This is an optimization exercise on Yosys and OpenROAD, whose aim is small area, a short achievable clock period and few clock cycles per item, not a production implementation.
RTL that was checked went through simulation tests only; none was proved equivalent to the original.
No functional check of the RTL was part of runs 1 and 2.

==> flow/design.v (outline; a module is shown in full before it is edited, if it fits) <==
// module conv_s1: 341 lines
// module conv_s2: 102 lines
// module final_cmp: 447 lines
// module dense_mac: 346 lines
// module fa3: 4 lines
// module ha2: 4 lines
// module cnn_top: 145 lines
module cnn_top (
    clk,
    rst_n,
    start,
    done,
    data_bram_wen, data_bram_addr, data_bram_din,
    weight_bram_wen, weight_bram_addr, weight_bram_din,
    feature_bram_wen, feature_bram_addr, feature_bram_din,
    dense_w_bram_wen, dense_w_bram_addr, dense_w_bram_din,
    final_class_out
);
  // ...
==> flow/run.sh <==
#!/bin/bash
# synth_recipe.tcl (not shown) runs the flow's synth.tcl, then flattens the netlist and writes it again
# the make line also repeats each setting of config.mk as NAME=value (left out here)
make -C /OpenROAD-flow-scripts/flow DESIGN_CONFIG=/design/flow/config.mk WORK_HOME=/design/flow/orfs CLKGATE_MAP_FILE= SYNTH_SCRIPT=/design/flow/synth_recipe.tcl finish
==> flow/config.mk <==
export PLATFORM = sky130hd
export DESIGN_NAME = cnn_top
export DESIGN_NICKNAME = cnn_top
export VERILOG_FILES = /design/flow/design.v
export SDC_FILE = /design/flow/constraint.sdc
export NUM_CORES = 4
export LEC_CHECK = 0
export CAP_MARGIN = 20
export CORE_MARGIN = 2
export CORE_UTILIZATION = 60
export PLACE_DENSITY = 0.75
export SETUP_SLACK_MARGIN = 4.0
export SLEW_MARGIN = 20
export SYNTH_HIERARCHICAL = 1
==> flow/constraint.sdc <==
create_clock -name core_clock -period 7.0 [get_ports {clk}]
set_input_delay 1.4000 -clock core_clock [delete_from_list [all_inputs] [get_ports {clk}]]
set_output_delay 1.4000 -clock core_clock [all_outputs]
set_load 0.01 [all_outputs]
==> notes.md, run 1 <==
----------------------------------------------------
[Placed design]
  Placed cell count ... 3079
  Area after DPL ... 0.0323 mm^2

[Critical path]
  Worst path cell trace ... fa_1 -> fa_1 -> ha_1 -> nand4_1 -> inv_1 -> a221o_1 -> or3_4 -> a21oi_2 -> xnor2_1 -> a21boi_2
  Arrival time at the worst endpoint ... 3.67 ns
  Data required time of the worst path ... 7.55 ns
  Crit Reg-Reg Startpoint ... s2[12]

[GRT]
  Met2 usage ... 41.6%
  Vias in the first global route ... 20478
  Met1 Use GR ... 33.6%
  Global-route wire length before repair ... 112000 um
  Met3 usage ... 3.86%

[Timing]
  Worst-margin pin slew ... 1.18 ns
  Tmin final ... 3.12 ns

[Final layout]
  Final-layout clock buffer total ... 70
  Max FFs per register ... 64
  Finished Cell Area ... 0.0354 mm^2
  Core utilization of the finished layout ... 64.4%
  Area of all sequential standard cells ... 0.0123 mm^2
  Commonest cells after routing, fill and taps aside ... 319 x sky130_fd_sc_hd__fa_1, 278 x sky130_fd_sc_hd__xnor2_1, 244 x sky130_fd_sc_hd__edfxtp_1, 189 x sky130_fd_sc_hd__a22oi_1, 187 x sky130_fd_sc_hd__dfxtp_1
  Layout filler cell count ... 3927

[Run status]
  Status ... timing/DRC/antenna clean

[Floorplan]
  Core Area ... 0.0550 mm^2

[Clock network]
  CTS tree ... built
  Clock-pin slew on the worst setup and hold paths ... 0.06 ns

[Drt]
  Sum of met2 wire segment lengths after detailed routing ... 34700 um
  Met3 WL post-DR ... 4160 um
  DRC violation count after routing ... 0
  Per-cell routed wire length ... 21.3 um

[Yosys]
  Xor/xnor share of the synthesized area ... 8.26%
  Most instantiated flip-flop cell in the synthesis netlist ... sky130_fd_sc_hd__edfxtp_1

----------------------------------------------------
==> run 2, diff against run 1 <==
--- a/flow/config.mk
+++ b/flow/config.mk
@@ -9,4 +9,4 @@
 export CORE_MARGIN = 2
-export CORE_UTILIZATION = 60
-export PLACE_DENSITY = 0.75
+export CORE_UTILIZATION = 70
+export PLACE_DENSITY = 0.82
 export SETUP_SLACK_MARGIN = 4.0
==> run 2 against run 1 <==
Compared with the run above:
- design area is 0.86% lower
- global-route usage increased by 5.0 points
- sequential share of layout area increased by 0.29 points
- utilization up 11 points
==> notes.md, run 2 <==
----------------------------------------------------
[Yosys]
  Most frequently used cell type in the post-synthesis netlist ... sky130_fd_sc_hd__fa_1 (unchanged)
  Post-synthesis async set-or-reset flop share ... 1.03% (unchanged)
  Share of the synthesized area in the top cell type ... 22.0% (unchanged)
  Warnings, synthesis ... 17 (unchanged)
  Synth unique cells ... 74 (unchanged)
  Top post-synthesis cells by count ... 333 x sky130_fd_sc_hd__fa_1, 282 x sky130_fd_sc_hd__xnor2_1, 244 x sky130_fd_sc_hd__edfxtp_1 (unchanged)
  Ranking of synthesized cells by area ... sky130_fd_sc_hd__edfxtp_1 22%, sky130_fd_sc_hd__fa_1 20%, sky130_fd_sc_hd__dfxtp_1 14%, sky130_fd_sc_hd__xnor2_1 7.4%, sky130_fd_sc_hd__ha_1 6.4% (unchanged)
  Gate Count Post-Synth ... 2608 (unchanged)
  Number of flip-flops and latches in the synthesized netlist ... 484 (unchanged)
  Most instantiated flip-flop cell in the synthesis netlist ... sky130_fd_sc_hd__edfxtp_1 (unchanged)
  Avg Synthesized Cell Area ... 12.8 um^2 (unchanged)
  Total standard cell area after synthesis ... 0.0333 mm^2 (unchanged)
  Number of enable-type register cells in the synthesized netlist ... 244 (unchanged)
  Top cell type by total area after synthesis ... sky130_fd_sc_hd__edfxtp_1 (unchanged)
  Register area share after synthesis ... 36.5% (unchanged)

[Timing]
  Minimum hold slack ... 0.465 ns (was 0.473 ns)
  Achievable frequency ... 313 MHz (was 321 MHz)
  Slew headroom ... 23.2% (was 21.5%)
  Max Slew Vio Count ... 0 (unchanged)
  Hold Vio Cnt, Final ... 0 (unchanged)
  Setup-violating endpoint count in the final report ... 0 (unchanged)
  Layout Skew ... 0.0413 ns (was 0.0645 ns)
  Worst-margin pin slew ... 1.15 ns (was 1.18 ns)
  Tmin final ... 3.19 ns (was 3.12 ns)
  Setup TNS Final ... 0 ns (unchanged)
  Setup repair after global routing missed its margin ... yes (unchanged)
  Least setup slack across all paths after layout ... 3.81 ns (was 3.88 ns)
  Part of the cycle the worst path needs ... 45.6% (was 44.6%)

[Drt]
  Initial DRT Pass Iterations ... 6 (was 7)
  DRC violation count after routing ... 0 (unchanged)
  Routed vias ... 20344 (was 19571)
  DR vias/cell ... 6.44 (was 5.91)
  Routed Antenna Nets ... 0 (unchanged)
  Per-cell routed wire length ... 23.5 um (was 21.3 um)
  Final Routed Wirelength ... 74300 um (was 70600 um)
  Starting DRC count in detailed routing ... 1747 (was 1350)

[Floorplan]
  Starting density of the core ... 71.2% (was 60.6%)
  Floorplan die width ... 222 um (was 240 um)
  Count of pins on the block boundary ... 76 (unchanged)
  Area enclosed by the die boundary ... 0.0493 mm^2 (was 0.0574 mm^2)
  Num rows ... 79 (was 86)
  Die height ... 222 um (was 240 um)
  Core Area ... 0.0468 mm^2 (was 0.0550 mm^2)

[Clock network]
  H-tree levels ... 2 (unchanged)
  Number of buffers added by the clock tree synthesis step ... 49 (was 51)
  Clock insertion delay at the later pin of the skew report ... 0.62 ns (was 0.64 ns)
  Max Root-Sink Buffers ... 3 (unchanged)
  CTS sink count ... 484 (unchanged)
  Clock-pin slew on the worst setup and hold paths ... 0.06 ns (about the same)
  Root cell of the clock tree ... sky130_fd_sc_hd__clkbuf_16 (unchanged)
  CTS tree ... built (unchanged)

[Critical path]
  Length in cells of the worst reg-to-reg path ... 10 (unchanged)
  Startpoint kind of the worst setup timing path ... flip-flop (unchanged)
  Reg2reg setup slack ... 3.81 ns (was 3.88 ns)
  Arrival time at the worst endpoint ... 3.71 ns (was 3.67 ns)
  Combined buffer and inverter count along the critical path ... 0 (was 1)
  Capture point of the critical path ... final_class_out[1] (unchanged)
  Critical Path Slowest Stage Cell ... sky130_fd_sc_hd__fa_1 (unchanged)
  Critical register-to-register path endpoint ... final_class_out[1] (unchanged)
  Largest fanout on the critical path ... 3 (unchanged)
  Max incr delay on CP ... 0.56 ns (about the same)
  Worst path cell trace ... fa_1 -> fa_1 -> ha_4 -> nand4_1 -> or3_1 -> a21oi_2 -> or3_4 -> a21oi_2 -> xnor2_1 -> a21boi_2 (was fa_1 -> fa_1 -> ha_1 -> nand4_1 -> inv_1 -> a221o_1 -> or3_4 -> a21oi_2 -> xnor2_1 -> a21boi_2)
  Critical path start-end classification ... reg -> reg (unchanged)
  Top delay family on crit path ... adder cells (unchanged)
  Data required time of the worst path ... 7.52 ns (was 7.55 ns)
  Count of cell instances traversed by the critical path ... 10 (unchanged)
  Kind of end point of the critical path ... flip-flop (unchanged)
  First element of the critical path ... c2a[15] (was s2[12])
  Crit Reg-Reg Startpoint ... c2a[15] (was s2[12])

[Final layout]
  Post-synthesis to final-layout area growth ... 5.49% (was 6.40%)
  Most flops, register ... x (unchanged)
  Max FFs per register ... 64 (unchanged)
  Layout Nets ... 3089 (was 3097)
  Finished Cell Area ... 0.0351 mm^2 (was 0.0354 mm^2)
  Most common cell after layout, fill and taps aside ... sky130_fd_sc_hd__fa_1 (unchanged)
  Count of inserted antenna diode cells ... 0 (was 1)
  Commonest cells after routing, fill and taps aside ... 321 x sky130_fd_sc_hd__fa_1, 280 x sky130_fd_sc_hd__xnor2_1, 244 x sky130_fd_sc_hd__edfxtp_1, 190 x sky130_fd_sc_hd__a22oi_1, 186 x sky130_fd_sc_hd__dfxtp_1 (was 319 x sky130_fd_sc_hd__fa_1, 278 x sky130_fd_sc_hd__xnor2_1, 244 x sky130_fd_sc_hd__edfxtp_1, 189 x sky130_fd_sc_hd__a22oi_1, 187 x sky130_fd_sc_hd__dfxtp_1)
  Core utilization of the finished layout ... 75.1% (was 64.4%)
  Non-filler cells, final ... 3157 (was 3311)
  Layout cells sized above 1 ... 20.4% (was 21.0%)

[Placed design]
  Port-buffer cells ... 45 (unchanged)
  Area after DPL ... 0.0321 mm^2 (was 0.0323 mm^2)
  Placed cell count ... 2937 (was 3079)
  Pre-CTS setup slack ... 3.25 ns (was 3.41 ns)
  Routability cong. ... 0.912 (was 0.886)
  Placed wire-length estimate ... 49100 um (was 49600 um)

[GRT]
  Initial antenna violation count ... 0 (was 1)
  Pin count of the biggest net entering global routing ... 36 (was 48)
  Vias in the first global route ... 21782 (was 20478)
  Global-route wire length before repair ... 116000 um (was 112000 um)
  Total global routing track utilization ... 29.8% (was 24.8%)
  GRT overflow ... 0 (unchanged)

[Hold path]
  Type of the worst min-delay path ... reg -> reg (unchanged)

[Run]
  Reported max-cap violation count ... 0 (unchanged)

[Run status]
  Status ... timing/DRC/antenna clean (unchanged)

----------------------------------------------------
[run 2: cell counts after synthesis]
Identical to the previous run, type by type.
[run 2: per-layer routing]
layer	share of wire, %	up-vias	GRT usage (%)
met2	50	1033	51.5
li1	-	8804	-
met5	0	-	0
met1	38	10257	38.3
met4	4.0	0	10.5
met3	8.1	250	5.01
[run 2: kinds of logic after synthesis]
logic type / after synthesis / share of synthesized area, %
buffers and inverters: 380 / 8.24
DFF: 484 / 36.5
adders and majority gates: 504 / 26.4
other: 2 / 0.0226
AOI/OAI and AO/OA: 470 / 11.9
muxes: 71 / 2.39
and+or+nand+nor: 385 / 6.25
xor gates and xnor gates: 312 / 8.26
[run 2: final cells by class]
class	instances	area, um^2
Clock inverter	25	279
Inverter	39	146
Clock buffer	64	1350
Fill cell	2763	11600
Timing Repair Buffer	193	1690
Multi-Input combinational cell	1745	18700
Tap cell	607	759
Sequential cell	484	12200
[run 2: worst reg2reg max path, stage by stage, from the launching register on]
cell                       delay (ns)
sky130_fd_sc_hd__dfxtp_2         0.35
sky130_fd_sc_hd__fa_1            0.57
sky130_fd_sc_hd__fa_1            0.48
sky130_fd_sc_hd__ha_4            0.30
sky130_fd_sc_hd__nand4_1         0.18
sky130_fd_sc_hd__or3_1           0.46
sky130_fd_sc_hd__a21oi_2         0.17
sky130_fd_sc_hd__or3_4           0.20
sky130_fd_sc_hd__a21oi_2         0.07
sky130_fd_sc_hd__xnor2_1         0.19
sky130_fd_sc_hd__a21boi_2        0.18
[run 2: repair_timing]
item | CTS | global route
resized for setup | 47 | 63
cloned | 1 | 1
buffers inserted | 76 | 53
endpoints found under the setup margin | 100 | 92
pin swaps | 6 | 33
hold buffers | 0 | 0
[run 2: per-module statistics from Yosys (local to each module, per instance), a selection]
module	flip-flops and latches	cells inside
cnn_top	484	888
conv_s2	0	119
conv_s1	0	324
dense_mac	0	339
fa3	0	1
ha2	0	1
final_cmp	0	211
[run 2: how the worst min path moves through the flow]
| stage | start | end | cells after the start |
|---|---|---|---|
| floorplan | w0[5][0] | a0[0] | 2 |
| global placement | w1[3][4] | a1[4] | 2 |
| detailed placement | w2[3][1] | a2[1] | 2 |
| CTS | w2[3][1] | a2[1] | 2 |
| global route | w0[3][4] | a0[4] | 2 |
| finish | w2[3][1] | a2[1] | 2 |
==> module conv_s1, before the edit <==
module conv_s1 (
    input [7:0] x0,
    input [7:0] x1,
    input [7:0] x2,
    input [11:0] k0,
    input [11:0] k1,
    input [11:0] k2,
    output [46:0] r
);
  wire p1 = (k0[0] & x0[0]) ^ k0[2];
  wire p2 = ((k0[0] & x0[1]) | (k0[1] & x0[0])) ^ k0[2];
  wire p3 = ((k0[0] & x0[2]) | (k0[1] & x0[1])) ^ k0[2];
  wire p4 = ((k0[0] & x0[3]) | (k0[1] & x0[2])) ^ k0[2];
  wire p5 = ((k0[0] & x0[4]) | (k0[1] & x0[3])) ^ k0[2];
  wire p6 = ((k0[0] & x0[5]) | (k0[1] & x0[4])) ^ k0[2];
  wire p7 = ((k0[0] & x0[6]) | (k0[1] & x0[5])) ^ k0[2];
  wire p8 = ((k0[0] & x0[7]) | (k0[1] & x0[6])) ^ k0[2];
  wire p9 = ((k0[0] & x0[7]) | (k0[1] & x0[7])) ^ k0[2];
  wire p10 = ~p9;
  wire p11 = (k0[3] & x0[0]) ^ k0[5];
  wire p12 = ((k0[3] & x0[1]) | (k0[4] & x0[0])) ^ k0[5];
  wire p13 = ((k0[3] & x0[2]) | (k0[4] & x0[1])) ^ k0[5];
  wire p14 = ((k0[3] & x0[3]) | (k0[4] & x0[2])) ^ k0[5];
  wire p15 = ((k0[3] & x0[4]) | (k0[4] & x0[3])) ^ k0[5];
  wire p16 = ((k0[3] & x0[5]) | (k0[4] & x0[4])) ^ k0[5];
  wire p17 = ((k0[3] & x0[6]) | (k0[4] & x0[5])) ^ k0[5];
  wire p18 = ((k0[3] & x0[7]) | (k0[4] & x0[6])) ^ k0[5];
  wire p19 = ((k0[3] & x0[7]) | (k0[4] & x0[7])) ^ k0[5];
  wire p20 = ~p19;
  wire p21 = (k0[6] & x0[0]) ^ k0[8];
  wire p22 = ((k0[6] & x0[1]) | (k0[7] & x0[0])) ^ k0[8];
  wire p23 = ((k0[6] & x0[2]) | (k0[7] & x0[1])) ^ k0[8];
  wire p24 = ((k0[6] & x0[3]) | (k0[7] & x0[2])) ^ k0[8];
  wire p25 = ((k0[6] & x0[4]) | (k0[7] & x0[3])) ^ k0[8];
  wire p26 = ((k0[6] & x0[5]) | (k0[7] & x0[4])) ^ k0[8];
  wire p27 = ((k0[6] & x0[6]) | (k0[7] & x0[5])) ^ k0[8];
  wire p28 = ((k0[6] & x0[7]) | (k0[7] & x0[6])) ^ k0[8];
  wire p29 = ((k0[6] & x0[7]) | (k0[7] & x0[7])) ^ k0[8];
  wire p30 = ~p29;
  wire p31 = (k0[9] & x0[0]) ^ k0[11];
  wire p32 = ((k0[9] & x0[1]) | (k0[10] & x0[0])) ^ k0[11];
  wire p33 = ((k0[9] & x0[2]) | (k0[10] & x0[1])) ^ k0[11];
  wire p34 = ((k0[9] & x0[3]) | (k0[10] & x0[2])) ^ k0[11];
  wire p35 = ((k0[9] & x0[4]) | (k0[10] & x0[3])) ^ k0[11];
  wire p36 = ((k0[9] & x0[5]) | (k0[10] & x0[4])) ^ k0[11];
  wire p37 = ((k0[9] & x0[6]) | (k0[10] & x0[5])) ^ k0[11];
  wire p38 = ((k0[9] & x0[7]) | (k0[10] & x0[6])) ^ k0[11];
  wire p39 = ((k0[9] & x0[7]) | (k0[10] & x0[7])) ^ k0[11];
  wire p40 = ~p39;
  wire p41 = (k1[0] & x1[0]) ^ k1[2];
  wire p42 = ((k1[0] & x1[1]) | (k1[1] & x1[0])) ^ k1[2];
  wire p43 = ((k1[0] & x1[2]) | (k1[1] & x1[1])) ^ k1[2];
  wire p44 = ((k1[0] & x1[3]) | (k1[1] & x1[2])) ^ k1[2];
  wire p45 = ((k1[0] & x1[4]) | (k1[1] & x1[3])) ^ k1[2];
  wire p46 = ((k1[0] & x1[5]) | (k1[1] & x1[4])) ^ k1[2];
  wire p47 = ((k1[0] & x1[6]) | (k1[1] & x1[5])) ^ k1[2];
  wire p48 = ((k1[0] & x1[7]) | (k1[1] & x1[6])) ^ k1[2];
  wire p49 = ((k1[0] & x1[7]) | (k1[1] & x1[7])) ^ k1[2];
  wire p50 = ~p49;
  wire p51 = (k1[3] & x1[0]) ^ k1[5];
  wire p52 = ((k1[3] & x1[1]) | (k1[4] & x1[0])) ^ k1[5];
  wire p53 = ((k1[3] & x1[2]) | (k1[4] & x1[1])) ^ k1[5];
  wire p54 = ((k1[3] & x1[3]) | (k1[4] & x1[2])) ^ k1[5];
  wire p55 = ((k1[3] & x1[4]) | (k1[4] & x1[3])) ^ k1[5];
  wire p56 = ((k1[3] & x1[5]) | (k1[4] & x1[4])) ^ k1[5];
  wire p57 = ((k1[3] & x1[6]) | (k1[4] & x1[5])) ^ k1[5];
  wire p58 = ((k1[3] & x1[7]) | (k1[4] & x1[6])) ^ k1[5];
  wire p59 = ((k1[3] & x1[7]) | (k1[4] & x1[7])) ^ k1[5];
  wire p60 = ~p59;
  wire p61 = (k1[6] & x1[0]) ^ k1[8];
  wire p62 = ((k1[6] & x1[1]) | (k1[7] & x1[0])) ^ k1[8];
  wire p63 = ((k1[6] & x1[2]) | (k1[7] & x1[1])) ^ k1[8];
  wire p64 = ((k1[6] & x1[3]) | (k1[7] & x1[2])) ^ k1[8];
  wire p65 = ((k1[6] & x1[4]) | (k1[7] & x1[3])) ^ k1[8];
  wire p66 = ((k1[6] & x1[5]) | (k1[7] & x1[4])) ^ k1[8];
  wire p67 = ((k1[6] & x1[6]) | (k1[7] & x1[5])) ^ k1[8];
  wire p68 = ((k1[6] & x1[7]) | (k1[7] & x1[6])) ^ k1[8];
  wire p69 = ((k1[6] & x1[7]) | (k1[7] & x1[7])) ^ k1[8];
  wire p70 = ~p69;
  wire p71 = (k1[9] & x1[0]) ^ k1[11];
  wire p72 = ((k1[9] & x1[1]) | (k1[10] & x1[0])) ^ k1[11];
  wire p73 = ((k1[9] & x1[2]) | (k1[10] & x1[1])) ^ k1[11];
  wire p74 = ((k1[9] & x1[3]) | (k1[10] & x1[2])) ^ k1[11];
  wire p75 = ((k1[9] & x1[4]) | (k1[10] & x1[3])) ^ k1[11];
  wire p76 = ((k1[9] & x1[5]) | (k1[10] & x1[4])) ^ k1[11];
  wire p77 = ((k1[9] & x1[6]) | (k1[10] & x1[5])) ^ k1[11];
  wire p78 = ((k1[9] & x1[7]) | (k1[10] & x1[6])) ^ k1[11];
  wire p79 = ((k1[9] & x1[7]) | (k1[10] & x1[7])) ^ k1[11];
  wire p80 = ~p79;
  wire p81 = (k2[0] & x2[0]) ^ k2[2];
  wire p82 = ((k2[0] & x2[1]) | (k2[1] & x2[0])) ^ k2[2];
  wire p83 = ((k2[0] & x2[2]) | (k2[1] & x2[1])) ^ k2[2];
  wire p84 = ((k2[0] & x2[3]) | (k2[1] & x2[2])) ^ k2[2];
  wire p85 = ((k2[0] & x2[4]) | (k2[1] & x2[3])) ^ k2[2];
  wire p86 = ((k2[0] & x2[5]) | (k2[1] & x2[4])) ^ k2[2];
  wire p87 = ((k2[0] & x2[6]) | (k2[1] & x2[5])) ^ k2[2];
  wire p88 = ((k2[0] & x2[7]) | (k2[1] & x2[6])) ^ k2[2];
  wire p89 = ((k2[0] & x2[7]) | (k2[1] & x2[7])) ^ k2[2];
  wire p90 = ~p89;
  wire p91 = (k2[3] & x2[0]) ^ k2[5];
  wire p92 = ((k2[3] & x2[1]) | (k2[4] & x2[0])) ^ k2[5];
  wire p93 = ((k2[3] & x2[2]) | (k2[4] & x2[1])) ^ k2[5];
  wire p94 = ((k2[3] & x2[3]) | (k2[4] & x2[2])) ^ k2[5];
  wire p95 = ((k2[3] & x2[4]) | (k2[4] & x2[3])) ^ k2[5];
  wire p96 = ((k2[3] & x2[5]) | (k2[4] & x2[4])) ^ k2[5];
  wire p97 = ((k2[3] & x2[6]) | (k2[4] & x2[5])) ^ k2[5];
  wire p98 = ((k2[3] & x2[7]) | (k2[4] & x2[6])) ^ k2[5];
  wire p99 = ((k2[3] & x2[7]) | (k2[4] & x2[7])) ^ k2[5];
  wire p100 = ~p99;
  wire p101 = (k2[6] & x2[0]) ^ k2[8];
  wire p102 = ((k2[6] & x2[1]) | (k2[7] & x2[0])) ^ k2[8];
  wire p103 = ((k2[6] & x2[2]) | (k2[7] & x2[1])) ^ k2[8];
  wire p104 = ((k2[6] & x2[3]) | (k2[7] & x2[2])) ^ k2[8];
  wire p105 = ((k2[6] & x2[4]) | (k2[7] & x2[3])) ^ k2[8];
  wire p106 = ((k2[6] & x2[5]) | (k2[7] & x2[4])) ^ k2[8];
  wire p107 = ((k2[6] & x2[6]) | (k2[7] & x2[5])) ^ k2[8];
  wire p108 = ((k2[6] & x2[7]) | (k2[7] & x2[6])) ^ k2[8];
  wire p109 = ((k2[6] & x2[7]) | (k2[7] & x2[7])) ^ k2[8];
  wire p110 = ~p109;
  wire p111 = (k2[9] & x2[0]) ^ k2[11];
  wire p112 = ((k2[9] & x2[1]) | (k2[10] & x2[0])) ^ k2[11];
  wire p113 = ((k2[9] & x2[2]) | (k2[10] & x2[1])) ^ k2[11];
  wire p114 = ((k2[9] & x2[3]) | (k2[10] & x2[2])) ^ k2[11];
  wire p115 = ((k2[9] & x2[4]) | (k2[10] & x2[3])) ^ k2[11];
  wire p116 = ((k2[9] & x2[5]) | (k2[10] & x2[4])) ^ k2[11];
  wire p117 = ((k2[9] & x2[6]) | (k2[10] & x2[5])) ^ k2[11];
  wire p118 = ((k2[9] & x2[7]) | (k2[10] & x2[6])) ^ k2[11];
  wire p119 = ((k2[9] & x2[7]) | (k2[10] & x2[7])) ^ k2[11];
  wire p120 = ~p119;
  wire s121, c122;
  fa3 us121 (.a(k0[11]), .b(k1[11]), .c(k2[11]), .s(s121), .co(c122));
  wire s123, c124;
  fa3 us123 (.a(k0[8]), .b(k1[8]), .c(k2[8]), .s(s123), .co(c124));
  wire s125, c126;
  ha2 us125 (.a(p5), .b(p13), .s(s125), .co(c126));
  wire s127, c128;
  fa3 us127 (.a(p6), .b(p14), .c(p22), .s(s127), .co(c128));
  wire s129, c130;
  fa3 us129 (.a(p7), .b(p15), .c(p23), .s(s129), .co(c130));
  wire s131, c132;
  fa3 us131 (.a(p31), .b(p47), .c(p55), .s(s131), .co(c132));
  wire s133, c134;
  ha2 us133 (.a(p63), .b(p71), .s(s133), .co(c134));
  wire s135, c136;
  fa3 us135 (.a(p8), .b(p16), .c(p24), .s(s135), .co(c136));
  wire s137, c138;
  fa3 us137 (.a(p32), .b(p48), .c(p56), .s(s137), .co(c138));
  wire s139, c140;
  fa3 us139 (.a(p64), .b(p72), .c(p88), .s(s139), .co(c140));
  wire s141, c142;
  ha2 us141 (.a(p96), .b(p104), .s(s141), .co(c142));
  wire s143 = ~(p10 ^ p17);
  wire c144 = p10 | p17;
  wire s145, c146;
  fa3 us145 (.a(p25), .b(p33), .c(p50), .s(s145), .co(c146));
  wire s147, c148;
  fa3 us147 (.a(p57), .b(p65), .c(p73), .s(s147), .co(c148));
  wire s149, c150;
  fa3 us149 (.a(p90), .b(p97), .c(p105), .s(s149), .co(c150));
  wire s151, c152;
  fa3 us151 (.a(p18), .b(p26), .c(p34), .s(s151), .co(c152));
  wire s153, c154;
  fa3 us153 (.a(p58), .b(p66), .c(p74), .s(s153), .co(c154));
  wire s155, c156;
  fa3 us155 (.a(p20), .b(p27), .c(p35), .s(s155), .co(c156));
  wire s157, c158;
  fa3 us157 (.a(k0[5]), .b(k1[5]), .c(k2[5]), .s(s157), .co(c158));
  wire s159, c160;
  ha2 us159 (.a(p3), .b(p11), .s(s159), .co(c160));
  wire s161, c162;
  fa3 us161 (.a(p4), .b(p12), .c(p44), .s(s161), .co(c162));
  wire s163, c164;
  fa3 us163 (.a(p21), .b(p45), .c(p53), .s(s163), .co(c164));
  wire s165, c166;
  fa3 us165 (.a(p61), .b(p85), .c(p93), .s(s165), .co(c166));
  wire s167, c168;
  fa3 us167 (.a(p46), .b(p54), .c(p62), .s(s167), .co(c168));
  wire s169, c170;
  fa3 us169 (.a(p86), .b(p94), .c(p102), .s(s169), .co(c170));
  wire s171, c172;
  ha2 us171 (.a(c126), .b(c124), .s(s171), .co(c172));
  wire s173, c174;
  fa3 us173 (.a(p87), .b(p95), .c(p103), .s(s173), .co(c174));
  wire s175, c176;
  fa3 us175 (.a(p111), .b(s133), .c(s121), .s(s175), .co(c176));
  wire s177, c178;
  fa3 us177 (.a(c128), .b(s129), .c(s131), .s(s177), .co(c178));
  wire s179, c180;
  fa3 us179 (.a(p112), .b(c134), .c(c122), .s(s179), .co(c180));
  wire s181, c182;
  fa3 us181 (.a(s141), .b(c130), .c(c132), .s(s181), .co(c182));
  wire s183, c184;
  fa3 us183 (.a(s135), .b(s137), .c(s139), .s(s183), .co(c184));
  wire s185, c186;
  fa3 us185 (.a(p113), .b(c142), .c(c136), .s(s185), .co(c186));
  wire s187, c188;
  fa3 us187 (.a(c138), .b(c140), .c(s143), .s(s187), .co(c188));
  wire s189, c190;
  fa3 us189 (.a(s145), .b(s147), .c(s149), .s(s189), .co(c190));
  wire s191, c192;
  fa3 us191 (.a(p98), .b(p106), .c(p114), .s(s191), .co(c192));
  wire s193, c194;
  fa3 us193 (.a(c144), .b(c146), .c(c148), .s(s193), .co(c194));
  wire s195, c196;
  fa3 us195 (.a(c150), .b(s151), .c(s153), .s(s195), .co(c196));
  wire s197, c198;
  fa3 us197 (.a(p60), .b(p67), .c(p75), .s(s197), .co(c198));
  wire s199, c200;
  fa3 us199 (.a(p100), .b(p107), .c(p115), .s(s199), .co(c200));
  wire s201, c202;
  fa3 us201 (.a(c152), .b(c154), .c(s155), .s(s201), .co(c202));
  wire s203, c204;
  fa3 us203 (.a(p28), .b(p36), .c(p68), .s(s203), .co(c204));
  wire s205, c206;
  fa3 us205 (.a(p76), .b(p108), .c(p116), .s(s205), .co(c206));
  wire s207, c208;
  fa3 us207 (.a(p30), .b(p37), .c(p70), .s(s207), .co(c208));
  wire s209, c210;
  fa3 us209 (.a(k0[2]), .b(k1[2]), .c(k2[2]), .s(s209), .co(c210));
  wire s211, c212;
  fa3 us211 (.a(p43), .b(p51), .c(p83), .s(s211), .co(c212));
  wire s213, c214;
  fa3 us213 (.a(p52), .b(p84), .c(p92), .s(s213), .co(c214));
  wire s215, c216;
  ha2 us215 (.a(c160), .b(c158), .s(s215), .co(c216));
  wire s217, c218;
  fa3 us217 (.a(p101), .b(s123), .c(s125), .s(s217), .co(c218));
  wire s219, c220;
  fa3 us219 (.a(c162), .b(s163), .c(s165), .s(s219), .co(c220));
  wire s221, c222;
  fa3 us221 (.a(c164), .b(c166), .c(s167), .s(s221), .co(c222));
  wire s223, c224;
  fa3 us223 (.a(s169), .b(s127), .c(s171), .s(s223), .co(c224));
  wire s225, c226;
  fa3 us225 (.a(c168), .b(c170), .c(s173), .s(s225), .co(c226));
  wire s227, c228;
  fa3 us227 (.a(c172), .b(s175), .c(s177), .s(s227), .co(c228));
  wire s229, c230;
  fa3 us229 (.a(c174), .b(c176), .c(s179), .s(s229), .co(c230));
  wire s231, c232;
  fa3 us231 (.a(c178), .b(s181), .c(s183), .s(s231), .co(c232));
  wire s233, c234;
  fa3 us233 (.a(c180), .b(c182), .c(c184), .s(s233), .co(c234));
  wire s235, c236;
  fa3 us235 (.a(s185), .b(s187), .c(s189), .s(s235), .co(c236));
  wire s237, c238;
  fa3 us237 (.a(s191), .b(c186), .c(c188), .s(s237), .co(c238));
  wire s239, c240;
  fa3 us239 (.a(c190), .b(s193), .c(s195), .s(s239), .co(c240));
  wire s241, c242;
  fa3 us241 (.a(c192), .b(s197), .c(s199), .s(s241), .co(c242));
  wire s243, c244;
  fa3 us243 (.a(c194), .b(c196), .c(s201), .s(s243), .co(c244));
  wire s245, c246;
  fa3 us245 (.a(c198), .b(c200), .c(c156), .s(s245), .co(c246));
  wire s247, c248;
  fa3 us247 (.a(s203), .b(s205), .c(c202), .s(s247), .co(c248));
  wire s249, c250;
  fa3 us249 (.a(p77), .b(p110), .c(p117), .s(s249), .co(c250));
  wire s251, c252;
  fa3 us251 (.a(c204), .b(c206), .c(s207), .s(s251), .co(c252));
  wire s253, c254;
  fa3 us253 (.a(p38), .b(p78), .c(p118), .s(s253), .co(c254));
  wire s255, c256;
  ha2 us255 (.a(p1), .b(p41), .s(s255), .co(c256));
  wire s257, c258;
  fa3 us257 (.a(p2), .b(p42), .c(p82), .s(s257), .co(c258));
  wire s259, c260;
  fa3 us259 (.a(p91), .b(s157), .c(s159), .s(s259), .co(c260));
  wire s261, c262;
  fa3 us261 (.a(c212), .b(s213), .c(s161), .s(s261), .co(c262));
  wire s263, c264;
  fa3 us263 (.a(c214), .b(c216), .c(s217), .s(s263), .co(c264));
  wire s265, c266;
  fa3 us265 (.a(c218), .b(c220), .c(s221), .s(s265), .co(c266));
  wire s267, c268;
  fa3 us267 (.a(c222), .b(s225), .c(c224), .s(s267), .co(c268));
  wire s269, c270;
  fa3 us269 (.a(c226), .b(s229), .c(c228), .s(s269), .co(c270));
  wire s271, c272;
  fa3 us271 (.a(c230), .b(c232), .c(s233), .s(s271), .co(c272));
  wire s273, c274;
  fa3 us273 (.a(c234), .b(c236), .c(s237), .s(s273), .co(c274));
  wire s275, c276;
  fa3 us275 (.a(s241), .b(c238), .c(c240), .s(s275), .co(c276));
  wire s277, c278;
  fa3 us277 (.a(c242), .b(s245), .c(c244), .s(s277), .co(c278));
  wire s279, c280;
  fa3 us279 (.a(s249), .b(c246), .c(s251), .s(s279), .co(c280));
  wire s281, c282;
  fa3 us281 (.a(c250), .b(c208), .c(s253), .s(s281), .co(c282));
  wire s283, c284;
  fa3 us283 (.a(p40), .b(p80), .c(p120), .s(s283), .co(c284));
  assign r[0] = s255;
  assign r[1] = p81;
  assign r[2] = s209;
  assign r[3] = c256;
  assign r[4] = s257;
  assign r[5] = c210;
  assign r[6] = c258;
  assign r[7] = s259;
  assign r[8] = s211;
  assign r[9] = c260;
  assign r[10] = s261;
  assign r[11] = s215;
  assign r[12] = c262;
  assign r[13] = s263;
  assign r[14] = s219;
  assign r[15] = c264;
  assign r[16] = s265;
  assign r[17] = s223;
  assign r[18] = c266;
  assign r[19] = s267;
  assign r[20] = s227;
  assign r[21] = c268;
  assign r[22] = s269;
  assign r[23] = s231;
  assign r[24] = c270;
  assign r[25] = s271;
  assign r[26] = s235;
  assign r[27] = c272;
  assign r[28] = s273;
  assign r[29] = s239;
  assign r[30] = c274;
  assign r[31] = s275;
  assign r[32] = s243;
  assign r[33] = c276;
  assign r[34] = s277;
  assign r[35] = s247;
  assign r[36] = c278;
  assign r[37] = s279;
  assign r[38] = c248;
  assign r[39] = c280;
  assign r[40] = s281;
  assign r[41] = c252;
  assign r[42] = c282;
  assign r[43] = s283;
  assign r[44] = c254;
  assign r[45] = c284;
  assign r[46] = 1'b1;
endmodule
==> run 3, diff against run 2 <==
--- a/flow/design.v
+++ b/flow/design.v
@@ -129,92 +129,92 @@
   wire p120 = ~p119;
-  wire s121, c122;
-  fa3 us121 (.a(k0[11]), .b(k1[11]), .c(k2[11]), .s(s121), .co(c122));
-  wire s123, c124;
-  fa3 us123 (.a(k0[8]), .b(k1[8]), .c(k2[8]), .s(s123), .co(c124));
-  wire s125, c126;
-  ha2 us125 (.a(p5), .b(p13), .s(s125), .co(c126));
-  wire s127, c128;
-  fa3 us127 (.a(p6), .b(p14), .c(p22), .s(s127), .co(c128));
+  wire nl121 = k0[2] ^ k1[2] ^ k2[2];
+  wire nh122 = (k0[2] & k1[2]) | (k0[2] & k2[2]) | (k1[2] & k2[2]);
+  wire nl123 = k0[5] ^ k1[5] ^ k2[5];
+  wire nh124 = (k0[5] & k1[5]) | (k0[5] & k2[5]) | (k1[5] & k2[5]);
+  wire nl125 = k0[8] ^ k1[8] ^ k2[8];
+  wire nh126 = (k0[8] & k1[8]) | (k0[8] & k2[8]) | (k1[8] & k2[8]);
+  wire nl127 = k0[11] ^ k1[11] ^ k2[11];
+  wire nh128 = (k0[11] & k1[11]) | (k0[11] & k2[11]) | (k1[11] & k2[11]);
   wire s129, c130;
-  fa3 us129 (.a(p7), .b(p15), .c(p23), .s(s129), .co(c130));
+  ha2 us129 (.a(p5), .b(p13), .s(s129), .co(c130));
   wire s131, c132;
-  fa3 us131 (.a(p31), .b(p47), .c(p55), .s(s131), .co(c132));
+  fa3 us131 (.a(p6), .b(p14), .c(p22), .s(s131), .co(c132));
   wire s133, c134;
-  ha2 us133 (.a(p63), .b(p71), .s(s133), .co(c134));
+  fa3 us133 (.a(p7), .b(p15), .c(p23), .s(s133), .co(c134));
   wire s135, c136;
-  fa3 us135 (.a(p8), .b(p16), .c(p24), .s(s135), .co(c136));
+  fa3 us135 (.a(p31), .b(p47), .c(p55), .s(s135), .co(c136));
   wire s137, c138;
-  fa3 us137 (.a(p32), .b(p48), .c(p56), .s(s137), .co(c138));
+  ha2 us137 (.a(p63), .b(p71), .s(s137), .co(c138));
   wire s139, c140;
-  fa3 us139 (.a(p64), .b(p72), .c(p88), .s(s139), .co(c140));
+  fa3 us139 (.a(p8), .b(p16), .c(p24), .s(s139), .co(c140));
   wire s141, c142;
-  ha2 us141 (.a(p96), .b(p104), .s(s141), .co(c142));
-  wire s143 = ~(p10 ^ p17);
-  wire c144 = p10 | p17;
+  fa3 us141 (.a(p32), .b(p48), .c(p56), .s(s141), .co(c142));
+  wire s143, c144;
+  fa3 us143 (.a(p64), .b(p72), .c(p88), .s(s143), .co(c144));
   wire s145, c146;
-  fa3 us145 (.a(p25), .b(p33), .c(p50), .s(s145), .co(c146));
-  wire s147, c148;
-  fa3 us147 (.a(p57), .b(p65), .c(p73), .s(s147), .co(c148));
+  ha2 us145 (.a(p96), .b(p104), .s(s145), .co(c146));
+  wire s147 = ~(p10 ^ p17);
+  wire c148 = p10 | p17;
   wire s149, c150;
-  fa3 us149 (.a(p90), .b(p97), .c(p105), .s(s149), .co(c150));
+  fa3 us149 (.a(p25), .b(p33), .c(p50), .s(s149), .co(c150));
   wire s151, c152;
-  fa3 us151 (.a(p18), .b(p26), .c(p34), .s(s151), .co(c152));
+  fa3 us151 (.a(p57), .b(p65), .c(p73), .s(s151), .co(c152));
   wire s153, c154;
-  fa3 us153 (.a(p58), .b(p66), .c(p74), .s(s153), .co(c154));
+  fa3 us153 (.a(p90), .b(p97), .c(p105), .s(s153), .co(c154));
   wire s155, c156;
-  fa3 us155 (.a(p20), .b(p27), .c(p35), .s(s155), .co(c156));
+  fa3 us155 (.a(p18), .b(p26), .c(p34), .s(s155), .co(c156));
   wire s157, c158;
-  fa3 us157 (.a(k0[5]), .b(k1[5]), .c(k2[5]), .s(s157), .co(c158));
+  fa3 us157 (.a(p58), .b(p66), .c(p74), .s(s157), .co(c158));
   wire s159, c160;
-  ha2 us159 (.a(p3), .b(p11), .s(s159), .co(c160));
+  fa3 us159 (.a(p20), .b(p27), .c(p35), .s(s159), .co(c160));
   wire s161, c162;
-  fa3 us161 (.a(p4), .b(p12), .c(p44), .s(s161), .co(c162));
+  ha2 us161 (.a(p3), .b(p11), .s(s161), .co(c162));
   wire s163, c164;
-  fa3 us163 (.a(p21), .b(p45), .c(p53), .s(s163), .co(c164));
+  fa3 us163 (.a(p4), .b(p12), .c(p44), .s(s163), .co(c164));
   wire s165, c166;
-  fa3 us165 (.a(p61), .b(p85), .c(p93), .s(s165), .co(c166));
+  fa3 us165 (.a(p21), .b(p45), .c(p53), .s(s165), .co(c166));
   wire s167, c168;
-  fa3 us167 (.a(p46), .b(p54), .c(p62), .s(s167), .co(c168));
+  fa3 us167 (.a(p61), .b(p85), .c(p93), .s(s167), .co(c168));
   wire s169, c170;
-  fa3 us169 (.a(p86), .b(p94), .c(p102), .s(s169), .co(c170));
+  fa3 us169 (.a(p46), .b(p54), .c(p62), .s(s169), .co(c170));
   wire s171, c172;
-  ha2 us171 (.a(c126), .b(c124), .s(s171), .co(c172));
+  fa3 us171 (.a(p86), .b(p94), .c(p102), .s(s171), .co(c172));
   wire s173, c174;
-  fa3 us173 (.a(p87), .b(p95), .c(p103), .s(s173), .co(c174));
+  ha2 us173 (.a(nh126), .b(c130), .s(s173), .co(c174));
   wire s175, c176;
-  fa3 us175 (.a(p111), .b(s133), .c(s121), .s(s175), .co(c176));
+  fa3 us175 (.a(p87), .b(p95), .c(p103), .s(s175), .co(c176));
   wire s177, c178;
-  fa3 us177 (.a(c128), .b(s129), .c(s131), .s(s177), .co(c178));
+  fa3 us177 (.a(p111), .b(nl127), .c(s137), .s(s177), .co(c178));
   wire s179, c180;
-  fa3 us179 (.a(p112), .b(c134), .c(c122), .s(s179), .co(c180));
+  fa3 us179 (.a(c132), .b(s133), .c(s135), .s(s179), .co(c180));
   wire s181, c182;
-  fa3 us181 (.a(s141), .b(c130), .c(c132), .s(s181), .co(c182));
+  fa3 us181 (.a(p112), .b(nh128), .c(c138), .s(s181), .co(c182));
   wire s183, c184;
-  fa3 us183 (.a(s135), .b(s137), .c(s139), .s(s183), .co(c184));
+  fa3 us183 (.a(s145), .b(c134), .c(c136), .s(s183), .co(c184));
   wire s185, c186;
-  fa3 us185 (.a(p113), .b(c142), .c(c136), .s(s185), .co(c186));
+  fa3 us185 (.a(s139), .b(s141), .c(s143), .s(s185), .co(c186));
   wire s187, c188;
-  fa3 us187 (.a(c138), .b(c140), .c(s143), .s(s187), .co(c188));
+  fa3 us187 (.a(p113), .b(c146), .c(c140), .s(s187), .co(c188));
   wire s189, c190;
-  fa3 us189 (.a(s145), .b(s147), .c(s149), .s(s189), .co(c190));
+  fa3 us189 (.a(c142), .b(c144), .c(s147), .s(s189), .co(c190));
   wire s191, c192;
-  fa3 us191 (.a(p98), .b(p106), .c(p114), .s(s191), .co(c192));
+  fa3 us191 (.a(s149), .b(s151), .c(s153), .s(s191), .co(c192));
   wire s193, c194;
-  fa3 us193 (.a(c144), .b(c146), .c(c148), .s(s193), .co(c194));
+  fa3 us193 (.a(p98), .b(p106), .c(p114), .s(s193), .co(c194));
   wire s195, c196;
-  fa3 us195 (.a(c150), .b(s151), .c(s153), .s(s195), .co(c196));
+  fa3 us195 (.a(c148), .b(c150), .c(c152), .s(s195), .co(c196));
   wire s197, c198;
-  fa3 us197 (.a(p60), .b(p67), .c(p75), .s(s197), .co(c198));
+  fa3 us197 (.a(c154), .b(s155), .c(s157), .s(s197), .co(c198));
   wire s199, c200;
-  fa3 us199 (.a(p100), .b(p107), .c(p115), .s(s199), .co(c200));
+  fa3 us199 (.a(p60), .b(p67), .c(p75), .s(s199), .co(c200));
   wire s201, c202;
-  fa3 us201 (.a(c152), .b(c154), .c(s155), .s(s201), .co(c202));
+  fa3 us201 (.a(p100), .b(p107), .c(p115), .s(s201), .co(c202));
   wire s203, c204;
-  fa3 us203 (.a(p28), .b(p36), .c(p68), .s(s203), .co(c204));
+  fa3 us203 (.a(c156), .b(c158), .c(s159), .s(s203), .co(c204));
   wire s205, c206;
-  fa3 us205 (.a(p76), .b(p108), .c(p116), .s(s205), .co(c206));
+  fa3 us205 (.a(p28), .b(p36), .c(p68), .s(s205), .co(c206));
   wire s207, c208;
-  fa3 us207 (.a(p30), .b(p37), .c(p70), .s(s207), .co(c208));
+  fa3 us207 (.a(p76), .b(p108), .c(p116), .s(s207), .co(c208));
   wire s209, c210;
-  fa3 us209 (.a(k0[2]), .b(k1[2]), .c(k2[2]), .s(s209), .co(c210));
+  fa3 us209 (.a(p30), .b(p37), .c(p70), .s(s209), .co(c210));
   wire s211, c212;
@@ -224,35 +224,35 @@
   wire s215, c216;
-  ha2 us215 (.a(c160), .b(c158), .s(s215), .co(c216));
+  ha2 us215 (.a(nh124), .b(c162), .s(s215), .co(c216));
   wire s217, c218;
-  fa3 us217 (.a(p101), .b(s123), .c(s125), .s(s217), .co(c218));
+  fa3 us217 (.a(p101), .b(nl125), .c(s129), .s(s217), .co(c218));
   wire s219, c220;
-  fa3 us219 (.a(c162), .b(s163), .c(s165), .s(s219), .co(c220));
+  fa3 us219 (.a(c164), .b(s165), .c(s167), .s(s219), .co(c220));
   wire s221, c222;
-  fa3 us221 (.a(c164), .b(c166), .c(s167), .s(s221), .co(c222));
+  fa3 us221 (.a(c166), .b(c168), .c(s169), .s(s221), .co(c222));
   wire s223, c224;
-  fa3 us223 (.a(s169), .b(s127), .c(s171), .s(s223), .co(c224));
+  fa3 us223 (.a(s171), .b(s131), .c(s173), .s(s223), .co(c224));
   wire s225, c226;
-  fa3 us225 (.a(c168), .b(c170), .c(s173), .s(s225), .co(c226));
+  fa3 us225 (.a(c170), .b(c172), .c(c174), .s(s225), .co(c226));
   wire s227, c228;
-  fa3 us227 (.a(c172), .b(s175), .c(s177), .s(s227), .co(c228));
+  fa3 us227 (.a(s175), .b(s177), .c(s179), .s(s227), .co(c228));
   wire s229, c230;
-  fa3 us229 (.a(c174), .b(c176), .c(s179), .s(s229), .co(c230));
+  fa3 us229 (.a(c176), .b(s181), .c(c178), .s(s229), .co(c230));
   wire s231, c232;
-  fa3 us231 (.a(c178), .b(s181), .c(s183), .s(s231), .co(c232));
+  fa3 us231 (.a(c180), .b(s183), .c(s185), .s(s231), .co(c232));
   wire s233, c234;
-  fa3 us233 (.a(c180), .b(c182), .c(c184), .s(s233), .co(c234));
+  fa3 us233 (.a(c182), .b(c184), .c(c186), .s(s233), .co(c234));
   wire s235, c236;
-  fa3 us235 (.a(s185), .b(s187), .c(s189), .s(s235), .co(c236));
+  fa3 us235 (.a(s187), .b(s189), .c(s191), .s(s235), .co(c236));
   wire s237, c238;
-  fa3 us237 (.a(s191), .b(c186), .c(c188), .s(s237), .co(c238));
+  fa3 us237 (.a(s193), .b(c188), .c(c190), .s(s237), .co(c238));
   wire s239, c240;
-  fa3 us239 (.a(c190), .b(s193), .c(s195), .s(s239), .co(c240));
+  fa3 us239 (.a(c192), .b(s195), .c(s197), .s(s239), .co(c240));
   wire s241, c242;
-  fa3 us241 (.a(c192), .b(s197), .c(s199), .s(s241), .co(c242));
+  fa3 us241 (.a(c194), .b(s199), .c(s201), .s(s241), .co(c242));
   wire s243, c244;
-  fa3 us243 (.a(c194), .b(c196), .c(s201), .s(s243), .co(c244));
+  fa3 us243 (.a(c196), .b(c198), .c(s203), .s(s243), .co(c244));
   wire s245, c246;
-  fa3 us245 (.a(c198), .b(c200), .c(c156), .s(s245), .co(c246));
+  fa3 us245 (.a(c200), .b(c202), .c(c160), .s(s245), .co(c246));
   wire s247, c248;
-  fa3 us247 (.a(s203), .b(s205), .c(c202), .s(s247), .co(c248));
+  fa3 us247 (.a(s205), .b(s207), .c(c204), .s(s247), .co(c248));
   wire s249, c250;
@@ -260,3 +260,3 @@
   wire s251, c252;
-  fa3 us251 (.a(c204), .b(c206), .c(s207), .s(s251), .co(c252));
+  fa3 us251 (.a(c206), .b(c208), .c(s209), .s(s251), .co(c252));
   wire s253, c254;
@@ -268,5 +268,5 @@
   wire s259, c260;
-  fa3 us259 (.a(p91), .b(s157), .c(s159), .s(s259), .co(c260));
+  fa3 us259 (.a(p91), .b(nl123), .c(s161), .s(s259), .co(c260));
   wire s261, c262;
-  fa3 us261 (.a(c212), .b(s213), .c(s161), .s(s261), .co(c262));
+  fa3 us261 (.a(c212), .b(s213), .c(s163), .s(s261), .co(c262));
   wire s263, c264;
@@ -290,3 +290,3 @@
   wire s281, c282;
-  fa3 us281 (.a(c250), .b(c208), .c(s253), .s(s281), .co(c282));
+  fa3 us281 (.a(c250), .b(c210), .c(s253), .s(s281), .co(c282));
   wire s283, c284;
@@ -295,6 +295,6 @@
   assign r[1] = p81;
-  assign r[2] = s209;
+  assign r[2] = nl121;
   assign r[3] = c256;
   assign r[4] = s257;
-  assign r[5] = c210;
+  assign r[5] = nh122;
   assign r[6] = c258;
--- a/flow/config.mk
+++ b/flow/config.mk
@@ -9,4 +9,4 @@
 export CORE_MARGIN = 2
-export CORE_UTILIZATION = 70
-export PLACE_DENSITY = 0.82
+export CORE_UTILIZATION = 60
+export PLACE_DENSITY = 0.75
 export SETUP_SLACK_MARGIN = 4.0
==> run 3 against run 2 <==
Compared with the run above:
- flip-flop and latch count did not move
- critical endpoint unchanged
- global-route usage fell by 5.3 points
==> notes.md, run 3 <==
----------------------------------------------------
[Run status]
  Status ... timing/DRC/antenna clean (unchanged)

[Placed design]
  Port-buffer cells ... 45 (unchanged)
  Routability cong. ... 0.905 (was 0.912)
  Placed wire-length estimate ... 48900 um (was 49100 um)
  Area after DPL ... 0.0321 mm^2 (about the same)
  Pre-CTS setup slack ... 3.30 ns (was 3.25 ns)

[Critical path]
  Crit Reg-Reg Startpoint ... s2[15] (was c2a[15])
  Largest fanout on the critical path ... 3 (unchanged)
  CP most frequent cell ... sky130_fd_sc_hd__fa_1
  Critical Path Slowest Stage Cell ... sky130_fd_sc_hd__fa_1 (unchanged)
  Critical path start-end classification ... reg -> reg (unchanged)
  Data required time of the worst path ... 7.55 ns (was 7.52 ns)
  Arrival time at the worst endpoint ... 3.71 ns (about the same)
  Critical register-to-register path endpoint ... final_class_out[1] (unchanged)
  Startpoint kind of the worst setup timing path ... flip-flop (unchanged)
  Worst path cell trace ... fa_1 -> fa_1 -> ha_1 -> nand4_1 -> inv_1 -> a221o_1 -> or3_4 -> a21oi_2 -> xnor2_1 -> a21boi_2 (was fa_1 -> fa_1 -> ha_4 -> nand4_1 -> or3_1 -> a21oi_2 -> or3_4 -> a21oi_2 -> xnor2_1 -> a21boi_2)
  Reg2reg setup slack ... 3.84 ns (was 3.81 ns)
  Kind of end point of the critical path ... flip-flop (unchanged)
  Max incr delay on CP ... 0.55 ns (was 0.56 ns)
  Length in cells of the worst reg-to-reg path ... 10 (unchanged)

[GRT]
  Pin count of the biggest net entering global routing ... 61 (was 36)
  Global-route wire length before repair ... 110000 um (was 116000 um)
  GRT overflow ... 0 (unchanged)
  Vias in the first global route ... 20551 (was 21782)
  Total global routing track utilization ... 24.6% (was 29.8%)
  Initial antenna violation count ... 0 (unchanged)

[Clock network]
  Post-CTS Hold Buffers ... 0 (unchanged)
  CTS tree ... built (unchanged)
  Root cell of the clock tree ... sky130_fd_sc_hd__clkbuf_16 (unchanged)
  CTS sink count ... 484 (unchanged)
  Max Root-Sink Buffers ... 3 (unchanged)
  Clock insertion delay at the later pin of the skew report ... 0.63 ns (was 0.62 ns)
  Clock-pin slew on the worst setup and hold paths ... 0.06 ns (about the same)
  H-tree levels ... 2 (unchanged)
  Number of buffers added by the clock tree synthesis step ... 49 (unchanged)

[Final layout]
  Max FFs per register ... 64 (unchanged)
  Most common cell after layout, fill and taps aside ... sky130_fd_sc_hd__fa_1 (unchanged)
  Commonest cells after routing, fill and taps aside ... 320 x sky130_fd_sc_hd__fa_1, 278 x sky130_fd_sc_hd__xnor2_1, 244 x sky130_fd_sc_hd__edfxtp_1, 191 x sky130_fd_sc_hd__a22oi_1, 186 x sky130_fd_sc_hd__dfxtp_1 (was 321 x sky130_fd_sc_hd__fa_1, 280 x sky130_fd_sc_hd__xnor2_1, 244 x sky130_fd_sc_hd__edfxtp_1, 190 x sky130_fd_sc_hd__a22oi_1, 186 x sky130_fd_sc_hd__dfxtp_1)
  Post-synthesis to final-layout area growth ... 7.26% (was 5.49%)
  Layout filler cell count ... 3864 (was 2763)
  Layout cells sized above 1 ... 21.6% (was 20.4%)
  Core utilization of the finished layout ... 64.9% (was 75.1%)
  Layout Nets ... 3113 (was 3089)
  Finished Cell Area ... 0.0356 mm^2 (was 0.0351 mm^2)
  Most flops, register ... x (unchanged)
  Count of inserted antenna diode cells ... 0 (unchanged)

[Timing]
  Part of the cycle the worst path needs ... 45.2% (was 45.6%)
  Slew headroom ... 22.0% (was 23.2%)
  Setup TNS Final ... 0 ns (unchanged)
  Tmin final ... 3.16 ns (was 3.19 ns)
  Achievable frequency ... 316 MHz (was 313 MHz)
  Setup repair after global routing missed its margin ... yes (unchanged)
  Layout Skew ... 0.0396 ns (was 0.0413 ns)
  Worst-margin pin slew ... 1.17 ns (was 1.15 ns)
  Setup-violating endpoint count in the final report ... 0 (unchanged)
  Max Slew Vio Count ... 0 (unchanged)
  Hold Vio Cnt, Final ... 0 (unchanged)
  Least setup slack across all paths after layout ... 3.84 ns (was 3.81 ns)
  Minimum hold slack ... 0.466 ns (was 0.465 ns)

[Yosys]
  Synth unique cells ... 74 (unchanged)
  Warnings, synthesis ... 17 (unchanged)
  Most frequently used cell type in the post-synthesis netlist ... sky130_fd_sc_hd__fa_1 (unchanged)
  Share of the synthesized area in the top cell type ... 22.1% (was 22.0%)
  Top cell type by total area after synthesis ... sky130_fd_sc_hd__edfxtp_1 (unchanged)
  Ranking of synthesized cells by area ... sky130_fd_sc_hd__edfxtp_1 22%, sky130_fd_sc_hd__fa_1 20%, sky130_fd_sc_hd__dfxtp_1 14%, sky130_fd_sc_hd__xnor2_1 7.4%, sky130_fd_sc_hd__ha_1 6.4% (unchanged)
  Register area share after synthesis ... 36.6% (was 36.5%)
  Avg Synthesized Cell Area ... 12.7 um^2 (was 12.8 um^2)
  Gate Count Post-Synth ... 2608 (unchanged)
  Number of enable-type register cells in the synthesized netlist ... 244 (unchanged)
  Post-synthesis async set-or-reset flop share ... 1.03% (unchanged)
  Number of flip-flops and latches in the synthesized netlist ... 484 (unchanged)
  Top post-synthesis cells by count ... 333 x sky130_fd_sc_hd__fa_1, 282 x sky130_fd_sc_hd__xnor2_1, 244 x sky130_fd_sc_hd__edfxtp_1 (unchanged)
  Total standard cell area after synthesis ... 0.0332 mm^2 (was 0.0333 mm^2)
  Most instantiated flip-flop cell in the synthesis netlist ... sky130_fd_sc_hd__edfxtp_1 (unchanged)

[Run]
  Reported max-cap violation count ... 0 (unchanged)

[Floorplan]
  Count of pins on the block boundary ... 76 (unchanged)
  Floorplan die width ... 239 um (was 222 um)
  Num rows ... 86 (was 79)
  Area enclosed by the die boundary ... 0.0572 mm^2 (was 0.0493 mm^2)
  Starting density of the core ... 60.5% (was 71.2%)
  Die height ... 239 um (was 222 um)
  Core Area ... 0.0549 mm^2 (was 0.0468 mm^2)

[Drt]
  DRC violation count after routing ... 0 (unchanged)
  Routed vias ... 19948 (was 20344)
  Per-cell routed wire length ... 22.1 um (was 23.5 um)
  Initial DRT Pass Iterations ... 6 (unchanged)
  Final Routed Wirelength ... 72500 um (was 74300 um)
  Starting DRC count in detailed routing ... 1366 (was 1747)
  Routed Antenna Nets ... 0 (unchanged)
  DR vias/cell ... 6.08 (was 6.44)

[Hold path]
  Hold Path Sink ... a2[5] (was a2[1])
  Type of the worst min-delay path ... reg -> reg (unchanged)
  Cell count of the worst hold path ... 2 (unchanged)
  Start point of the worst hold path ... w2[3][5] (was w2[3][1])

----------------------------------------------------
## run 3: worst max path at each step
stage / from / end / slack, ns / cells after the start
detailed placement: wsel[2] / c1a[11] / 3.30 / 6
finish: s2[15] / final_class_out[1] / 3.84 / 10
global placement: wsel[2] / c1a[9] / 3.33 / 6
floorplan: s2[13] / final_class_out[1] / 4.00 / 10
CTS: s2[13] / final_class_out[1] / 3.82 / 10
global route: s2[12] / final_class_out[1] / 3.74 / 10
## run 3: cells by family after synthesis
logic type / after synthesis / synth area share, %
AOI/OAI and AO/OA: 470 / 11.8
xor gates and xnor gates: 312 / 8.29
adders and majority gates: 504 / 26.5
buffers and inverters: 380 / 8.11
DFF: 484 / 36.6
muxes: 71 / 2.39
other: 2 / 0.0226
and+or+nand+nor: 385 / 6.27
## run 3: cell type report
cell class | instances | area, um^2 | share of cell area, %
repair buffers | 217 | 1870 | 5.26
clock inverters | 36 | 509 | 1.43
clock buffers | 54 | 1260 | 3.55
well taps | 704 | 881 | 2.47
multi-input cells | 1745 | 18700 | 52.4
inverters | 39 | 146 | 0.411
flip-flops and latches | 484 | 12300 | 34.4
## run 3: critical path, delay by kind of cell, from the launching register on
family / cells / cell delay [ns]
buf+inv: 1 / 0.07
flops: 1 / 0.35
compound gates: 3 / 0.70
fa+ha+maj: 3 / 1.30
simple gates: 2 / 0.56
xor+xnor: 1 / 0.14
## run 3: layer usage
metal	wire length [um]	GRT usage, %	up-vias	share of wire (%)
met5	0	0	-	0
li1	-	-	8843	-
met3	4490	4.00	187	6.2
met2	36600	42.4	787	50
met4	2270	7.48	0	3.1
met1	29200	32.0	10131	40
## run 3: what timing repair did
action | in CTS | in global routing
setup buffers | 52 | 103
setup endpoints to repair | 102 | 70
gates resized for setup | 51 | 73
cloned | 0 | 2
pin swaps | 4 | 32
## run 3: per-stage QoR
stage          cells
2_1_floorplan   2609
3_3_place_gp    3031
3_5_place_dp    3031
4_1_cts         3173
5_1_grt         3279
6_report        3279
## run 3: Yosys stat by module, one instance, submodules excluded, excerpt
module     flops+latches  cell area (um^2)  times used
conv_s1                0              2610           1
fa3                    0              20.0         326
conv_s2                0               923           1
dense_mac              0              2770           1
cnn_top              484             15100           1
ha2                    0              12.5          58
final_cmp              0              1790           1
Testbench counts of run 3, summed over its fixed seeds: cycles 5,760, inferences 320.
==> run 4, diff against run 3 <==
--- a/flow/config.mk
+++ b/flow/config.mk
@@ -10,4 +10,7 @@
 export CORE_UTILIZATION = 60
+export CTS_BUF_LIST = sky130_fd_sc_hd__clkbuf_8
+export CTS_CLUSTER_DIAMETER = 60
+export CTS_CLUSTER_SIZE = 16
 export PLACE_DENSITY = 0.75
-export SETUP_SLACK_MARGIN = 4.0
+export SETUP_SLACK_MARGIN = 3.7
 export SLEW_MARGIN = 20
==> run 4 against run 3 <==
Compared with the run above:
- maximum frequency down 1.3%
- flip-flop and latch count unchanged
- highest routed layer unchanged
- largest cell class unchanged
- synthesized cell count unchanged
- register-to-register slack got worse by 0.04 ns
- utilization down 4.5 points
- area after synthesis did not move
- critical path depth down 4
==> notes.md, run 4 <==
----------------------------------------------------
[Floorplan]
  Starting density of the core ... 60.5% (unchanged)
  Count of pins on the block boundary ... 76 (unchanged)
  Core Area ... 0.0549 mm^2 (unchanged)

[Critical path]
  Max incr delay on CP ... 0.91 ns (was 0.55 ns)
  Worst path cell trace ... a22oi_1 -> xnor2_1 -> ha_1 -> fa_1 -> fa_1 -> fa_1 (was fa_1 -> fa_1 -> ha_1 -> nand4_1 -> inv_1 -> a221o_1 -> or3_4 -> a21oi_2 -> xnor2_1 -> a21boi_2)
  Startpoint kind of the worst setup timing path ... flip-flop (unchanged)
  CP most frequent cell ... sky130_fd_sc_hd__fa_1 (unchanged)
  Critical path start-end classification ... reg -> reg (unchanged)
  Largest fanout on the critical path ... 16 (was 3)
  Arrival time at the worst endpoint ... 3.75 ns (was 3.71 ns)
  Top delay family on crit path ... adder cells (unchanged)
  Data required time of the worst path ... 7.54 ns (was 7.55 ns)
  Critical Path Slowest Stage Cell ... sky130_fd_sc_hd__dfxtp_1 (was sky130_fd_sc_hd__fa_1)

[Drt]
  Final Routed Wirelength ... 66600 um (was 72500 um)
  DR vias/cell ... 6.05 (was 6.08)
  Routed vias ... 18839 (was 19948)
  Initial DRT Pass Iterations ... 8 (was 6)
  DRC violation count after routing ... 0 (unchanged)

[Final layout]
  Layout cells sized above 1 ... 12.9% (was 21.6%)
  Non-filler cells, final ... 3113 (was 3279)
  Commonest cells after routing, fill and taps aside ... 333 x sky130_fd_sc_hd__fa_1, 282 x sky130_fd_sc_hd__xnor2_1, 244 x sky130_fd_sc_hd__edfxtp_1, 210 x sky130_fd_sc_hd__a22oi_1, 205 x sky130_fd_sc_hd__dfxtp_1 (was 320 x sky130_fd_sc_hd__fa_1, 278 x sky130_fd_sc_hd__xnor2_1, 244 x sky130_fd_sc_hd__edfxtp_1, 191 x sky130_fd_sc_hd__a22oi_1, 186 x sky130_fd_sc_hd__dfxtp_1)

[Timing]
  Slew headroom ... 23.0% (was 22.0%)
  Hold Vio Cnt, Final ... 0 (unchanged)
  Worst-margin pin slew ... 1.15 ns (was 1.17 ns)
  Setup-violating endpoint count in the final report ... 0 (unchanged)
  Setup TNS Final ... 0 ns (unchanged)
  Setup repair after global routing missed its margin ... yes (unchanged)

[Yosys]
  Synth unique cells ... 74 (unchanged)
  Register area share after synthesis ... 36.6% (unchanged)
  Avg Synthesized Cell Area ... 12.7 um^2 (unchanged)
  Number of enable-type register cells in the synthesized netlist ... 244 (unchanged)
  Top cell type by total area after synthesis ... sky130_fd_sc_hd__edfxtp_1 (unchanged)

[Clock network]
  Post-CTS Hold Buffers ... 0 (unchanged)
  Number of buffers added by the clock tree synthesis step ... 42 (was 49)
  Max Root-Sink Buffers ... 3 (unchanged)
  H-tree levels ... 2 (unchanged)
  Clock insertion delay at the later pin of the skew report ... 0.69 ns (was 0.63 ns)

[Placed design]
  Placed cell count ... 3033 (was 3031)
  Placed wire-length estimate ... 49400 um (was 48900 um)

[Run status]
  Status ... timing/DRC/antenna clean (unchanged)

[Run]
  Reported max-cap violation count ... 0 (unchanged)

[GRT]
  Total global routing track utilization ... 24.0% (was 24.6%)
  Pin count of the biggest net entering global routing ... 61 (unchanged)

----------------------------------------------------
## run 4: cell counts after synthesis
No cell type changed its count.
## run 4: final cells by class
type                    count  area (um^2)
fillers                  4178        21700
multi-input cells        1745        18400
flip-flops and latches    484        12200
well taps                 704          881
repair buffers             62          602
clock buffers              43          592
clock inverters            35          340
inverters                  39          146
diodes                      1         2.50
## run 4: per-layer routing
layer	global-route usage [%]	routed length [um]	vias up
li1	-	-	8518
met1	32.3	28300	9562
met2	40.8	32900	628
met3	3.15	3650	131
met4	7.41	1700	0
met5	0	0	-
## run 4: logic make-up after synthesis
family                     share of synthesized area (%)
adders and majority gates                           26.5
DFF                                                 36.6
AOI/OAI and AO/OA                                   11.8
and+or+nand+nor                                     6.27
buffers and inverters                               8.11
xor gates and xnor gates                            8.29
muxes                                               2.39
other                                             0.0226
## run 4: path summary, 6_finish.rpt
check                              start      end  slack, ns  cells past startpoint
worst max register to register     ea[6]  c1a[17]       3.80                      6
worst min register to register  w2[5][3]    a2[3]       0.47                      2
min in group asynchronous          rst_n   cnt[3]       0.92                      1
worst min-delay path            w2[5][3]    a2[3]       0.47                      2
worst max-delay path               ea[6]  c1a[17]       3.80                      6
max in group asynchronous          rst_n   cnt[0]       5.90                      1
## run 4: timing repair
item | CTS | global route
pin swaps | 1 | 2
buffers inserted | 1 | 0
setup endpoints to repair | 47 | 26
resized for setup | 10 | 17
hold endpoints to repair | 0 | 0
## run 4: stage by stage
| step | hold slack (ns) | setup WS, ns | area, um^2 | util (%) |
|---|---|---|---|---|
| 5_1_grt | 0.515 | 3.70 | 33200 | 60.4 |
| 4_1_cts | 0.467 | 3.70 | 33100 | 60.3 |
| 3_5_place_dp | 0.460 | 3.43 | 32100 | 58.5 |
| 2_1_floorplan | 0.438 | 4.00 | 33200 | - |
| 3_3_place_gp | 0.448 | 3.32 | 32100 | 58.5 |
| 6_report | 0.470 | 3.80 | 33200 | 60.4 |
## run 4: worst min-delay path, stage by stage (launching register included)
cell and delay (ns):
sky130_fd_sc_hd__edfxtp_1 0.33, sky130_fd_sc_hd__a22oi_1 0.06, sky130_fd_sc_hd__nand3_1 0.06
## run 4: modules after synthesis (local to each module, per instance), excerpt
module     copies in the design  flops+latches  cells  area, um^2
ha2                          58              0      1        12.5
final_cmp                     1              0    211        1790
fa3                         326              0      1        20.0
conv_s2                       1              0    119         923
conv_s1                       1              0    328        2610
dense_mac                     1              0    339        2770
cnn_top                       1            484    888       15100

[static timing again, ports no longer ideal]
The flow's constraints put no driver on any port. The routed layouts listed below were extracted and timed again, unchanged, in two steps. Step 1 assumes that a clkbuf_16 drives the clock port and a buf_2 every other input. Step 2 adds t to the input delays and takes it off the output delays; t is the mean of the earliest and latest rising clock arrival at the registers after step 1. Input paths then give back, and output paths get back, about the clock's delay inside the block. Slacks: no drivers / after step 1 / after step 2; pairs: no drivers / after step 1.
run	t, ns	setup slack, ns	hold WS [ns]	pins driven straight from the clock port
run 1	0.671	3.881 / 3.881 / 3.520	0.473 / 0.473 / 0.473	1
run 2	0.655	3.809 / 3.809 / 3.440	0.465 / 0.465 / 0.465	1
run 3	0.663	3.837 / 3.837 / 3.446	0.466 / 0.466 / 0.466	1
run 4	0.727	3.797 / 3.797 / 3.395	0.470 / 0.470 / 0.470	1
After both steps every run listed still meets setup and hold. The setup slack of run 4, which loses most, moves by 0.000 ns with the drivers and by -0.402 ns with both steps.
